Context: an optimization exercise on an open-source flow, tuned for small area. The choices shown serve that exercise and are no tape-out recipe. Power and IR drop assume default switching activity.

Setup of before:
## main
module main(
    input clock,
    input [7:0] Instruction,
    input reset,
    output [7:0] read_address,
    output [6:0] BCD_output1,
    output [6:0] BCD_output2,
    output [6:0] BCD_output3,
    output [6:0] BCD_output4
    );
Size in the first run: about 1100 cells after synthesis, roughly 300 flip-flops, about 46 I/O pins.
Settings: LEC_CHECK=0, CAP_MARGIN=20, CORE_MARGIN=2, CORE_UTILIZATION=40, GPL_TIMING_DRIVEN=0, SLEW_MARGIN=20; clock period 10.0 ns.
run.sh (not shown) runs the stock make flow with config.mk's settings and CLKGATE_MAP_FILE= SYNTH_SCRIPT=/design/flow/synth_recipe.tcl, a recipe that flattens the netlist after the stock synthesis.
before was carried through to the last stage, and its layout satisfied the timing, DRC and antenna checks.
Changes in after relative to before:
Settings: GPL_TIMING_DRIVEN no longer set, was 0.
--- outcome ---
Diff before -> after: worst vdd rail ir drop up about 2.8%, via count of the first global-routing pass now larger, layout-stage area growth over the synthesis result moved down. Between after and before, global-route wire length before repair is higher for before, after comes in under that.
No functional check of the RTL was part of any run of this note.

========
== ember ==
main, a different RTL version from the one above (not shown whole).
Size in the first run: about 800 cells after synthesis, ~46 I/O pins, roughly 0.012 mm² of cells after synthesis.
==> flow/config.mk <==
export PLATFORM = sky130hd
export DESIGN_NAME = main
export DESIGN_NICKNAME = main
export VERILOG_FILES = /design/flow/design.v
export SDC_FILE = /design/flow/constraint.sdc
export NUM_CORES = 4
export LEC_CHECK = 0
export CAP_MARGIN = 20
export CORE_MARGIN = 2
export CORE_UTILIZATION = 40
export SLEW_MARGIN = 20
export SYNTH_HIERARCHICAL = 1
export SYNTH_MINIMUM_KEEP_SIZE = 0
==> flow/constraint.sdc <==
create_clock -name core_clock -period 10.0 [get_ports {clock}]
set_input_delay 2.0000 -clock core_clock [delete_from_list [all_inputs] [get_ports {clock}]]
set_output_delay 2.0000 -clock core_clock [all_outputs]
set_load 0.01 [all_outputs]
standard.sh (not shown) runs the stock make flow with config.mk's settings and CLKGATE_MAP_FILE= SYNTH_SCRIPT=/design/flow/synth_recipe.tcl, a recipe that flattens the netlist after the stock synthesis.
==> flow/flow/run.sh <==
#!/bin/bash
set -uo pipefail
bash standard.sh 'BUFFER_PORTS_ARGS=-buffer_cell sky130_fd_sc_hd__buf_1' \
  'CTS_ARGS=-sink_clustering_enable -repair_clock_nets -sink_clustering_size 20 -sink_clustering_max_diameter 60 -buf_list sky130_fd_sc_hd__clkbuf_8 -dont_use_dummy_load' \
  finish > standard_sh.log 2>&1
ember: PASS, flow complete, no timing, DRC or antenna violations
[inputs] sierra vs ember
==> flow/run.sh (new file) <==
#!/bin/bash
# synth_recipe.tcl (not shown) runs the flow's synth.tcl, then flattens the netlist and writes it again
# the make line also repeats each setting of config.mk as NAME=value (left out here)
make -C /OpenROAD-flow-scripts/flow DESIGN_CONFIG=/design/flow/config.mk WORK_HOME=/design/flow/orfs CLKGATE_MAP_FILE= SYNTH_SCRIPT=/design/flow/synth_recipe.tcl finish
diff --git a/flow/config.mk b/flow/config.mk
--- a/flow/config.mk
+++ b/flow/config.mk
@@ -9,4 +9,7 @@
 export CORE_MARGIN = 2
 export CORE_UTILIZATION = 40
+export CTS_BUF_LIST = sky130_fd_sc_hd__clkbuf_8
+export CTS_CLUSTER_DIAMETER = 60
+export CTS_CLUSTER_SIZE = 20
 export SLEW_MARGIN = 20
 export SYNTH_HIERARCHICAL = 1
removed: flow/flow/run.sh
removed: flow/standard.sh
- Compared with ember, in sierra power after layout has increased; multi-input combinational area share has decreased; power dissipated in combinational cells has increased.
Modified inputs, zinc compared to sierra
==> flow/flow/run.sh (new file) <==
#!/bin/bash
set -uo pipefail
bash standard.sh 'BUFFER_PORTS_ARGS=-buffer_cell sky130_fd_sc_hd__buf_1' \
  'CTS_ARGS=-sink_clustering_enable -repair_clock_nets -sink_clustering_size 30 -sink_clustering_max_diameter 80 -buf_list sky130_fd_sc_hd__clkbuf_16 -dont_use_dummy_load' \
  finish > standard_sh.log 2>&1
==> flow/standard.sh (new file) <==
#!/bin/bash
# synth_recipe.tcl (not shown) runs the flow's synth.tcl, then flattens the netlist and writes it again
# the make line also repeats each setting of config.mk as NAME=value (left out here)
make -C /OpenROAD-flow-scripts/flow DESIGN_CONFIG=/design/flow/config.mk WORK_HOME=/design/flow/orfs CLKGATE_MAP_FILE= SYNTH_SCRIPT=/design/flow/synth_recipe.tcl "${@:-finish}"
diff --git a/flow/config.mk b/flow/config.mk
--- a/flow/config.mk
+++ b/flow/config.mk
@@ -9,7 +9,4 @@
 export CORE_MARGIN = 2
 export CORE_UTILIZATION = 40
-export CTS_BUF_LIST = sky130_fd_sc_hd__clkbuf_8
-export CTS_CLUSTER_DIAMETER = 60
-export CTS_CLUSTER_SIZE = 20
 export SLEW_MARGIN = 20
 export SYNTH_HIERARCHICAL = 1
removed: flow/run.sh
Notes after the runs:
Diff sierra -> zinc: power decreased by about 9% relative to the old numbers, post-layout instance count excluding filler cells down 61. Summary of zinc over sierra: fraction of final layout cells with drive strength greater than 1 moved down; met3 global-route usage moved down; setup slack of the critical path after layout moved up. From sierra to zinc the numbers moved as follows: post-place setup slack increased by 0.52 ns relative to the old numbers, transition at the pin with the smallest max-transition slack went down by 0.0078 ns.
No functional check of the RTL was part of any run of this note.

==> afterwards: timing with drivers on the ports <==
Ports are ideal in the flow. The routed layouts listed here were re-timed in OpenROAD. Step 1: set_driving_cell puts a clkbuf_16 on clock and a buf_2 on each other input, an assumption about the parent block. Step 2 adds t to the input delays and takes it off the output delays; t is the mean of the earliest and latest rising clock arrival at the registers after step 1. Input paths then give back, and output paths get back, about the clock's delay inside the block. Slacks: no drivers / after step 1 / after step 2; pairs: no drivers / after step 1.
run	t, ns	slack for setup (ns)	worst slew at a driven data input, ns	cell pins on the clock port's net
before	0.649	0.147 / 0.119 / 0.119	0.03	1
after	0.619	0.198 / 0.176 / 0.176	0.03	1
ember	0.597	0.612 / 0.588 / 0.588	0.03	1
sierra	0.616	0.249 / 0.226 / 0.226	0.04	1
zinc	0.534	0.606 / 0.582 / 0.582	0.03	1
After both steps every run listed still meets setup and hold. The setup slack of before, which loses most, moves by -0.028 ns with the drivers and by -0.028 ns with both steps.
